This is an optimization exercise on Yosys and OpenROAD, whose aim is small area and a short achievable clock period, not a production implementation. At most, simulation tests tie the RTL to the original design; equivalence was not proved.

==> v37: inputs <==
==> flow/design.v (excerpt) <==
module ternary_sum_nine #(
    parameter WIDTH = 32
) (
    input clk,
    input [WIDTH-1:0] i0,
    input [WIDTH-1:0] i1,
    input [WIDTH-1:0] i2,
    input [WIDTH-1:0] i3,
    input [WIDTH-1:0] i4,
    input [WIDTH-1:0] i5,
    input [WIDTH-1:0] i6,
    input [WIDTH-1:0] i7,
    input [WIDTH-1:0] i8,
    output [WIDTH+4-1:0] o
);
Settings: LEC_CHECK=0, CAP_MARGIN=20, CORE_MARGIN=2, CORE_UTILIZATION=40, SLEW_MARGIN=20; clock period 5.5 ns.
run.sh (not shown) runs the stock make flow with config.mk's settings and CLKGATE_MAP_FILE= SYNTH_SCRIPT=/design/flow/synth_recipe.tcl, a recipe that flattens the netlist after the stock synthesis.
==> v29 (differences from v37) <==
==> flow/flow/run.sh (new file) <==
#!/bin/bash
set -e
export BUFFER_PORTS_ARGS="-buffer_cell sky130_fd_sc_hd__buf_1"
bash standard.sh > standard.log 2>&1
==> flow/standard.sh (new file) <==
#!/bin/bash
# synth_recipe.tcl (not shown) runs the flow's synth.tcl, then flattens the netlist and writes it again
# the make line also repeats each setting of config.mk as NAME=value (left out here)
make -C /OpenROAD-flow-scripts/flow DESIGN_CONFIG=/design/flow/config.mk WORK_HOME=/design/flow/orfs CLKGATE_MAP_FILE= SYNTH_SCRIPT=/design/flow/synth_recipe.tcl "${@:-finish}"
removed: flow/run.sh
==> notes <==
- v37 went through all stages and came out clean. v29 completed without violations.
- Of v37 and v29, v29 has the higher sequential share of layout area (gap 3.3 points).
- In synthesized cell count, v29 and v37 do not differ.
- In non-clock buffer count, v29 and v37 do not differ.
- Between v29 and v37, the lower first-iteration DRC count is in v29 (gap 17%, measured against v37).
No run of this note included a check of the RTL's function; only the layout flow was run.

---

==> sierra: inputs <==
ternary_sum_nine, a different RTL version from the one above (not shown whole).
Settings: LEC_CHECK=0, ABC_CLOCK_PERIOD_IN_PS=700, CAP_MARGIN=20, CORE_MARGIN=2, CORE_UTILIZATION=60, SETUP_SLACK_MARGIN=3.0, SLEW_MARGIN=20; clock period 5.5 ns.
standard.sh (not shown) runs the stock make flow with config.mk's settings and CLKGATE_MAP_FILE= SYNTH_SCRIPT=/design/flow/synth_recipe.tcl, a recipe that flattens the netlist after the stock synthesis.
==> flow/flow/run.sh <==
#!/bin/bash
set -e
export BUFFER_PORTS_ARGS="-buffer_cell sky130_fd_sc_hd__buf_1"
bash standard.sh > standard.log 2>&1
==> harbor (differences from sierra) <==
Settings changed: SETUP_SLACK_MARGIN 3.0 to unset.
==> results.txt <==
In die area, harbor and sierra do not differ.
In global-route usage, harbor and sierra hardly differ.
Critical path depth: sierra is higher than harbor (1).
In clock-buffer cell count, sierra and harbor do not differ.
Register-to-register slack: harbor is lower than sierra (0.23 ns).
Between sierra and harbor, the lower non-clock buffer count is in harbor (gap 14).
Function was not checked in any run of this note: the RTL went through the layout flow alone.

---

==> job 8685: inputs <==
Starting RTL as in the previous note.
export LEC_CHECK = 0
export ABC_CLOCK_PERIOD_IN_PS = 2400
export CAP_MARGIN = 20
export CORE_MARGIN = 2
export CORE_UTILIZATION = 60
export SETUP_SLACK_MARGIN = 3.0
export SLEW_MARGIN = 20
create_clock -name core_clock -period 5.5 [get_ports {clk}]
Scripts as last shown in full above: flow/flow/run.sh
==> inputs of job 175, as changes to job 8685 <==
==> flow/config.mk (replaced) <==
export PLATFORM = sky130hd
export DESIGN_NAME = ternary_sum_nine
export DESIGN_NICKNAME = ternary_sum_nine
export VERILOG_FILES = /design/flow/design.v
export SDC_FILE = /design/flow/constraint.sdc
export NUM_CORES = 4
export LEC_CHECK = 0
export CAP_MARGIN = 20
export CORE_MARGIN = 2
export CORE_UTILIZATION = 40
export SLEW_MARGIN = 20
==> results.txt <==
- The count of routing violations after the opening detailed-route iteration is 182.
- The congestion estimate from routability-driven global placement came to 0.769.
- The number of global-route vias before repair is roughly 6,600.
- Global routing used between 20% and 30% of the available met2 tracks.
- The flow ran to the end and the layout has no timing, DRC or antenna violations.
- The total number of placement rows is 54.
(the above is from job 175)
==> results.txt <==
- The total of hold buffers inserted after clock tree synthesis is 0.
- The count of routing violations after the opening detailed-route iteration is ~310.
- The total number of placement rows is 44.
- At the end of routability-driven placement, the weighted congestion stood at between 0.8 and 0.9.
- The run finished with no timing, DRC or antenna violations.
- The number of global-route vias before repair was between 7,000 and 8,000.
- For met2 alone, demand over resource in global routing was between 40% and 50%.
- Counting flops with a built-in enable in the synthesized netlist gives 0.
- The number of antenna violations at the first check in global routing came to 0.
(the above is from job 8685)
No functional check of the RTL was part of any run of this note.

---

==> delta <==
Another version of the RTL of ternary_sum_nine (not shown whole).
clock: 5.5 ns
lec_check: 0
abc_area: 1
cap_margin: 20
core_margin: 2
core_utilization: 60
setup_slack_margin: 3.15
slew_margin: 20
tns_end_percent: 5
==> flow/flow/run.sh <==
#!/bin/bash
set -e
export BUFFER_PORTS_ARGS="-buffer_cell sky130_fd_sc_hd__buf_1"
export CTS_ARGS="-sink_clustering_enable -repair_clock_nets -dont_use_dummy_load -buf_list sky130_fd_sc_hd__clkbuf_8"
bash standard.sh > standard.log 2>&1
==> ember: changes against delta <==
==> flow/flow/run.sh (replaced) <==
#!/bin/bash
set -e
export BUFFER_PORTS_ARGS="-buffer_cell sky130_fd_sc_hd__buf_1"
bash standard.sh > standard.log 2>&1
Settings changed: CTS_BUF_LIST from default to sky130_fd_sc_hd__clkbuf_4, SETUP_SLACK_MARGIN 3.15 to 3.2, TNS_END_PERCENT 5 to 10.
==> qor summary <==
Total via count after detailed routing: ember 6,867; delta 6,760
Run status: ember complete, no violations; delta complete, no violations
Critical register-to-register path startpoint: ember r1_c6_0; delta r1_c21_0
Core utilization of the finished layout: ember 76.2%; delta 74.7%
Placed cell area: ember 11,000 µm²; delta 10,900 µm²
Number of global-route vias before repair: ember 7,215; delta 7,104
Number of setup buffers added after CTS: ember 1; delta 0
R2R cell count: ember 12; delta 10
HPWL reported at the end of detailed placement: ember 16.5 mm; delta 16.5 mm
Clock insertion delay at the later pin of the skew report: ember 570 ps; delta 440 ps
Final cell area excluding filler cells: ember 11,600 µm²; delta 11,400 µm²
Worst-path clk slew: ember 110 ps; delta 60 ps
WL final: ember 19.5 mm; delta 19.1 mm
DR WL met3: ember 1.27 mm; delta 1.27 mm

---

==> exp/indigo <==
ternary_sum_nine again, from the RTL that the note above started with.
clock: 5.5 ns
lec_check: 0
abc_area: 1
cap_margin: 20
core_margin: 2
core_utilization: 60
cts_buf_list: sky130_fd_sc_hd__clkbuf_4
setup_slack_margin: 3.4
slew_margin: 20
==> flow/flow/run.sh <==
#!/bin/bash
set -e
export BUFFER_PORTS_ARGS="-buffer_cell sky130_fd_sc_hd__buf_1"
bash standard.sh > standard.log 2>&1
==> exp/juniper: changes against exp/indigo <==
==> flow/flow/run.sh (replaced) <==
#!/bin/bash
set -e
export BUFFER_PORTS_ARGS="-buffer_cell sky130_fd_sc_hd__buf_1"
export CTS_ARGS="-sink_clustering_enable -repair_clock_nets -dont_use_dummy_load -buf_list sky130_fd_sc_hd__clkbuf_8 -sink_clustering_size 40 -sink_clustering_max_diameter 80"
bash standard.sh > standard.log 2>&1
- CTS_BUF_LIST: sky130_fd_sc_hd__clkbuf_4 -> unset
- SETUP_SLACK_MARGIN: 3.4 -> 3.1
- TNS_END_PERCENT: unset -> 10
==> impl_metrics.yaml <==
timing:
  relSlewSlack: 0.7558
  finalCriticalPeriod_ps: 2350
grt:
  use_met2: 0.4229
  antenna_found_initial: 0
worst_setup_path:
  worstSetupEndpoint: "r1_c8_2"
  worstPathCellList: "buf_1, fa_1, fa_1, fa_1"
  worstPathArrival_ps: 2680
drt:
  routed_wl_um: 18610
outcome:
  status: "finished clean"
finish:
  multi_input_area_share: 0.5830
(the above is from exp/juniper)
==> impl_metrics.yaml <==
drt:
  routed_wl_um: 23730
  wl_met2_um: 12830
timing:
  relSlewSlack: 0.7887
  final.setup.tns_ps: 0
  finalCriticalPeriod_ps: 2482
grt:
  use_met2: 0.4842
  antenna_found_initial: 1
  grt_pass1_wl_um: 33260
worst_setup_path:
  worstSetupEndpoint: "o_r[11]"
  worstPathCellList: "fa_1, ha_4, nand2_2, o21ai_1, nand2_1, nand3b_1, buf_4, xor2_1"
  worstPathArrival_ps: 2950
  crit_path_end_kind: "flip-flop"
outcome:
  status: "finished clean"
finish:
  multi_input_area_share: 0.5939
(the above is from exp/indigo)

---

==> inputs of willow <==
ternary_sum_nine again, from the RTL that the note above started with.
clock: 5.5 ns
lec_check: 0
abc_area: 1
cap_margin: 20
core_margin: 2
core_utilization: 60
setup_slack_margin: 3.1
slew_margin: 20
tns_end_percent: 10
==> flow/flow/run.sh <==
#!/bin/bash
set -e
export BUFFER_PORTS_ARGS="-buffer_cell sky130_fd_sc_hd__buf_1"
export CTS_ARGS="-sink_clustering_enable -repair_clock_nets -dont_use_dummy_load -buf_list sky130_fd_sc_hd__clkbuf_8"
bash standard.sh > standard.log 2>&1
==> inputs of tundra, as changes to willow <==
==> flow/flow/run.sh (replaced) <==
#!/bin/bash
set -e
export BUFFER_PORTS_ARGS="-buffer_cell sky130_fd_sc_hd__buf_1"
bash standard.sh > standard.log 2>&1
--- a/flow/config.mk
+++ b/flow/config.mk
@@ -11,4 +11,4 @@
 export CORE_UTILIZATION = 60
-export SETUP_SLACK_MARGIN = 3.1
+export CTS_BUF_LIST = sky130_fd_sc_hd__clkbuf_4
+export SETUP_SLACK_MARGIN = 3.3
 export SLEW_MARGIN = 20
-export TNS_END_PERCENT = 10
==> inputs of pepper, as changes to willow <==
--- a/flow/config.mk
+++ b/flow/config.mk
@@ -11,4 +11,3 @@
 export CORE_UTILIZATION = 60
-export SETUP_SLACK_MARGIN = 3.1
+export SETUP_SLACK_MARGIN = 3.2
 export SLEW_MARGIN = 20
-export TNS_END_PERCENT = 10
==> inputs of zinc, as changes to willow <==
--- a/flow/config.mk
+++ b/flow/config.mk
@@ -10,3 +10,3 @@
 export CORE_MARGIN = 2
-export CORE_UTILIZATION = 60
+export CORE_UTILIZATION = 55
 export SETUP_SLACK_MARGIN = 3.1
==> impl_metrics.ini <==
[critical_path]
path_cells = buf_1 > fa_1 > fa_1 > fa_1
cpMostUsedCell = fa_1

[finish]
fin_util = 0.742
final_cell_mix = 324 x buf_1, 205 x fa_1, 165 x nand2_1
final_nets = 1719

[run_status]
outcome = complete, no violations
[end of results for willow]
==> impl_metrics.ini <==
[run_status]
outcome = complete, no violations

[finish]
fin_util = 0.775
final_cell_mix = 323 x buf_1, 150 x nand2_1, 133 x dfxtp_1
final_nets = 1722

[sta]
setup_viol = 0

[critical_path]
path_cells = buf_6 > fa_2 > fa_2 > fa_1

[die]
dieArea_um2 = 16700

[global_routing]
grt_max_degree = 17
[end of results for pepper]
==> impl_metrics.ini <==
[critical_path]
path_cells = fa_1 > ha_4 > a21oi_4 > nor2_1 > nor2_1 > nand2_2 > nand2_1 > nand2_2 > nand2_2 > nand2_1 > nand2_1 > nand2_1
cpMostUsedCell = nand2_1
r2r-end = o_r[28]$_DFF_P_

[finish]
fin_util = 0.816
final_nets = 1735
final_cell_mix = 290 x buf_1, 129 x nand2_1, 120 x dfxtp_1

[run_status]
outcome = complete, no violations
[end of results for tundra]
==> impl_metrics.ini <==
[run_status]
outcome = complete, no violations

[critical_path]
cpMostUsedCell = fa_1
path_cells = buf_1 > fa_1 > fa_1 > fa_1

[finish]
final_nets = 1720
fin_util = 0.680
[end of results for zinc]

## afterwards: timing with drivers on the ports
How much do the figures lean on ideal ports? The routed layouts below were timed once more, with nothing changed but the port constraints. Step 1 sets driving cells, clkbuf_16 on the clock port and buf_2 on the other inputs (assumed; they add their load-dependent delay and slew). Step 2 times the ports against the registers' clock, not the clock port: input delays grow and output delays shrink by t, the midpoint of the rising clock arrivals with the driver on. a / b / c = no drivers / after step 1 / after step 2; a / b = the first two.
| run | t, ns | setup WS [ns] | worst register clock-pin slew, ns | worst data-port slew with drivers (ns) | cell pins on the clock port's net |
|---|---|---|---|---|---|
| v37 | 0.457 | 2.362 / 2.362 / 2.092 | 0.06 / 0.06 | 0.06 | 1 |
| v29 | 0.464 | 2.406 / 2.406 / 2.406 | 0.07 / 0.07 | 0.04 | 1 |
| sierra | 0.451 | 2.462 / 2.462 / 2.462 | 0.06 / 0.06 | 0.05 | 1 |
| harbor | 0.455 | 2.230 / 2.230 / 2.230 | 0.06 / 0.06 | 0.04 | 1 |
| job 8685 | 0.451 | 2.462 / 2.462 / 2.462 | 0.06 / 0.06 | 0.05 | 1 |
| job 175 | 0.456 | 2.127 / 2.127 / 2.127 | 0.06 / 0.06 | 0.06 | 1 |
| delta | 0.473 | 3.156 / 3.165 / 2.692 | 0.07 / 0.07 | 0.04 | 1 |
| ember | 0.597 | 3.241 / 3.254 / 2.657 | 0.11 / 0.11 | 0.04 | 1 |
| exp/indigo | 0.593 | 3.018 / 3.018 / 2.747 | 0.12 / 0.12 | 0.06 | 1 |
| exp/juniper | 0.481 | 3.150 / 3.166 / 2.685 | 0.07 / 0.07 | 0.04 | 1 |
| willow | 0.481 | 3.150 / 3.166 / 2.685 | 0.07 / 0.07 | 0.04 | 1 |
| tundra | 0.591 | 3.254 / 3.254 / 2.757 | 0.13 / 0.13 | 0.04 | 1 |
| pepper | 0.469 | 3.200 / 3.203 / 2.735 | 0.07 / 0.07 | 0.04 | 1 |
| zinc | 0.457 | 3.138 / 3.149 / 2.693 | 0.07 / 0.07 | 0.04 | 1 |
After both steps setup and hold are still met in every run listed. For ember, which loses most, drivers alone change the setup slack by +0.013 ns; drivers and shift together by -0.584 ns.
